This is an optimization exercise on Yosys and OpenROAD, whose aim is small area, a short achievable clock period and few clock cycles per item, not a production implementation.
In this exercise RTL edits were held to simulation tests only and were not proved equivalent to the original.
Power is estimated from default activity; no workload was simulated.

==> trial 53: inputs <==
==> flow/design.v (excerpt) <==
module fft_engine (
    input i_clk,
    input i_rst,
    input i_in_valid,
    output o_in_ready,
    input signed [15:0] i_in_re,
    input signed [15:0] i_in_im,
    output o_out_valid,
    output signed [15:0] o_out_re,
    output signed [15:0] o_out_im
);
clock: 9.0 ns
lec_check: 0
cap_margin: 20
core_margin: 2
core_utilization: 58
setup_slack_margin: 5
slew_margin: 20
tns_end_percent: 10
run.sh (not shown) runs the stock make flow with config.mk's settings and CLKGATE_MAP_FILE= SYNTH_SCRIPT=/design/flow/synth_recipe.tcl, a recipe that flattens the netlist after the stock synthesis.
==> trial 2: changes against trial 53 <==
--- a/flow/design.v
+++ b/flow/design.v
@@ -584,11 +584,11 @@
     w0dec = !a[15] && a[14] && (a[13:0] != 14'd0);
 endfunction
 function automatic logic w0inc(input logic [15:0] a);
     w0inc = a[15] && (!a[14] || (a[13:0] == 14'd0));
 endfunction
-localparam LAT = 57;
+localparam LAT = 58;
 logic adv;
 logic [4:0] cnt, cnt_next;
 control #(.LAT(LAT)) ctl (
     .i_clk(i_clk),
     .i_rst(i_rst),
@@ -597,30 +597,32 @@
     .o_adv(adv),
     .o_cnt(cnt),
     .o_cnt_next(cnt_next),
     .o_out_valid(o_out_valid)
 );
-logic [4:0] i1a, i2a, i2, i3a, i3, i4, ip1, ip2, ip3, ip4;
+logic [4:0] i1a, i1b, i2a, i2, i3a, i3, i4, ip1, ip2, ip3, ip4;
 assign i1a = cnt_next - 5'd17;    
-assign i2a = cnt_next - 5'd26;    
-assign i2  = cnt_next - 5'd28;    
-assign i3a = cnt_next - 5'd1;     
-assign i3  = cnt_next - 5'd3;     
-assign i4  = cnt_next - 5'd5;     
-assign ip1 = cnt_next - 5'd10;    
-assign ip2 = cnt_next - 5'd11;
-assign ip3 = cnt_next - 5'd13;
-assign ip4 = cnt_next - 5'd17;
-logic d0_sec, d1_sec, d1_g, d2_sec, d2b_sec, d3_sec, d3b_sec;
+assign i1b = cnt_next - 5'd18;    
+assign i2a = cnt_next - 5'd27;    
+assign i2  = cnt_next - 5'd29;    
+assign i3a = cnt_next - 5'd2;     
+assign i3  = cnt_next - 5'd4;     
+assign i4  = cnt_next - 5'd6;     
+assign ip1 = cnt_next - 5'd11;    
+assign ip2 = cnt_next - 5'd12;
+assign ip3 = cnt_next - 5'd14;
+assign ip4 = cnt_next - 5'd18;
+logic d0_sec, d1_sec, d1_g, d1b_sec, d2_sec, d2b_sec, d3_sec, d3b_sec;
 logic [1:0] d2_g;
 logic [2:0] d3_g;
 logic [4:0] j4;
 logic [3:0] dp_sel;
 always_ff @(posedge i_clk) begin
     d0_sec <= cnt_next[4];
     d1_sec <= i1a[3];
     d1_g <= i1a[4];
+    d1b_sec <= i1b[3];
     d2_sec <= i2a[2];
     d2_g <= i2a[4:3];
     d2b_sec <= i2[2];
     d3_sec <= i3a[1];
     d3_g <= i3a[4:2];
@@ -643,12 +645,12 @@
         d0_kb <= 4'b1010;
     end
 end
 sdf_stage #(.D(16)) st0 (.i_clk(i_clk), .i_en(adv), .i_second(d0_sec), .i_x(data_r),
                          .i_kt(d0_kt), .i_kb(d0_kb), .o_next(), .o_out(out0));
-logic [31:0] x1, out1;
-logic [3:0] x1_kt, x1_kb;
+logic [31:0] x1, x1r, out1;
+logic [3:0] x1_kt, x1_kb, x1_ktr, x1_kbr;
 always_comb begin
     x1_kt = 4'b0101;
     x1_kb = 4'b1010;
     if (!d1_sec) x1 = out0;
     else if (!d1_g) begin
@@ -662,12 +664,19 @@
         x1 = {out0[15:0], ~out0[31:16]};
         x1_kt = 4'b0110;
         x1_kb = 4'b1001;
     end
 end
-sdf_stage #(.D(8)) st1 (.i_clk(i_clk), .i_en(adv), .i_second(d1_sec), .i_x(x1),
-                        .i_kt(x1_kt), .i_kb(x1_kb), .o_next(), .o_out(out1));
+always_ff @(posedge i_clk) begin
+    if (adv) begin
+        x1r <= x1;
+        x1_ktr <= x1_kt;
+        x1_kbr <= x1_kb;
+    end
+end
+sdf_stage #(.D(8)) st1 (.i_clk(i_clk), .i_en(adv), .i_second(d1b_sec), .i_x(x1r),
+                        .i_kt(x1_ktr), .i_kb(x1_kbr), .o_next(), .o_out(out1));
 logic [15:0] a2, b2, ka1, ka2, kb1, kb2;
 logic kacl, kbcl;
 logic ea2, eb2;
 assign a2 = out1[31:16];
 assign b2 = out1[15:0];
==> run summary <==
Trial 53 produced a clean layout. Trial 2 went through all stages and came out clean. Against trial 2, the sequential cell count of trial 53 is lower by 41. Between trial 2 and trial 53, the lower first-iteration DRC count is in trial 2 (gap about 5%, measured against trial 53). In trial 53 the combinational power is higher than in trial 2, by about 30%. Against trial 53, the power of trial 2 is lower by about 14%. Of trial 2 and trial 53, trial 53 has the higher hold slack (gap 0.033 ns). In trial 53 the maximum frequency is larger than in trial 2, by 0.92%. In global-route usage, trial 2 and trial 53 hardly differ.
==> figures <==
metric	trial 2	trial 53
Run status	complete, no violations	complete, no violations
Power attributed to sequential cells	15,300 uW	16,000 uW
Sequential share of the synthesized area	0.4974	0.4961
Sequential Power Share	0.309	0.277
Final non-filler cell total	14.41k	14.08k
Number of different library cells in the post-synthesis netlist	81	83
Final cycle utilization of the critical path	0.4880	0.4836
Pin slew with the least headroom to its limit	1.234 ns	1.430 ns
Mapped Nets	13.11k	12.90k
Capture point of the worst path	q_ic[0]	st1.fifo.r[0][29]
Combined global-route utilization of all metal layers	0.2679	0.2679
Post-CTS setup buffer count	112	125
Number of tap instances	3,150	3,043
Insertion delay to the later sink of the worst-skew pair	0.93 ns	0.92 ns
Post-Route Hold Slack	0.3220 ns	0.3551 ns
Placed instance count	13.79k	13.47k
Testbench counts of trial 53, summed over its fixed seeds: cycles 6,616, frames 192.
Testbench counts of trial 2, summed over its fixed seeds: cycles 6,624, frames 192.

## what the ideal ports hide
In the flow no input, the clock included, has a driving cell. The finished layouts below were timed again as built, in two steps. Step 1: set_driving_cell puts a clkbuf_16 on i_clk and a buf_2 on each other input, an assumption about the parent block. Step 2, shift: input delay + t, output delay - t, t = (earliest + latest rising clock arrival at the registers) / 2. This alone moves slack from input paths to output paths. a / b / c = no drivers / after step 1 / after step 2; a / b = the first two.
run | t (ns) | slack for setup (ns) | slew at the worst register clock pin (ns) | worst data-port slew with drivers (ns)
trial 53 | 0.954 | 4.648 / 4.648 / 4.648 | 0.07 / 0.07 | 0.11
trial 2 | 0.970 | 4.608 / 4.608 / 4.608 | 0.07 / 0.07 | 0.08
After both steps setup and hold are still met in every run listed.
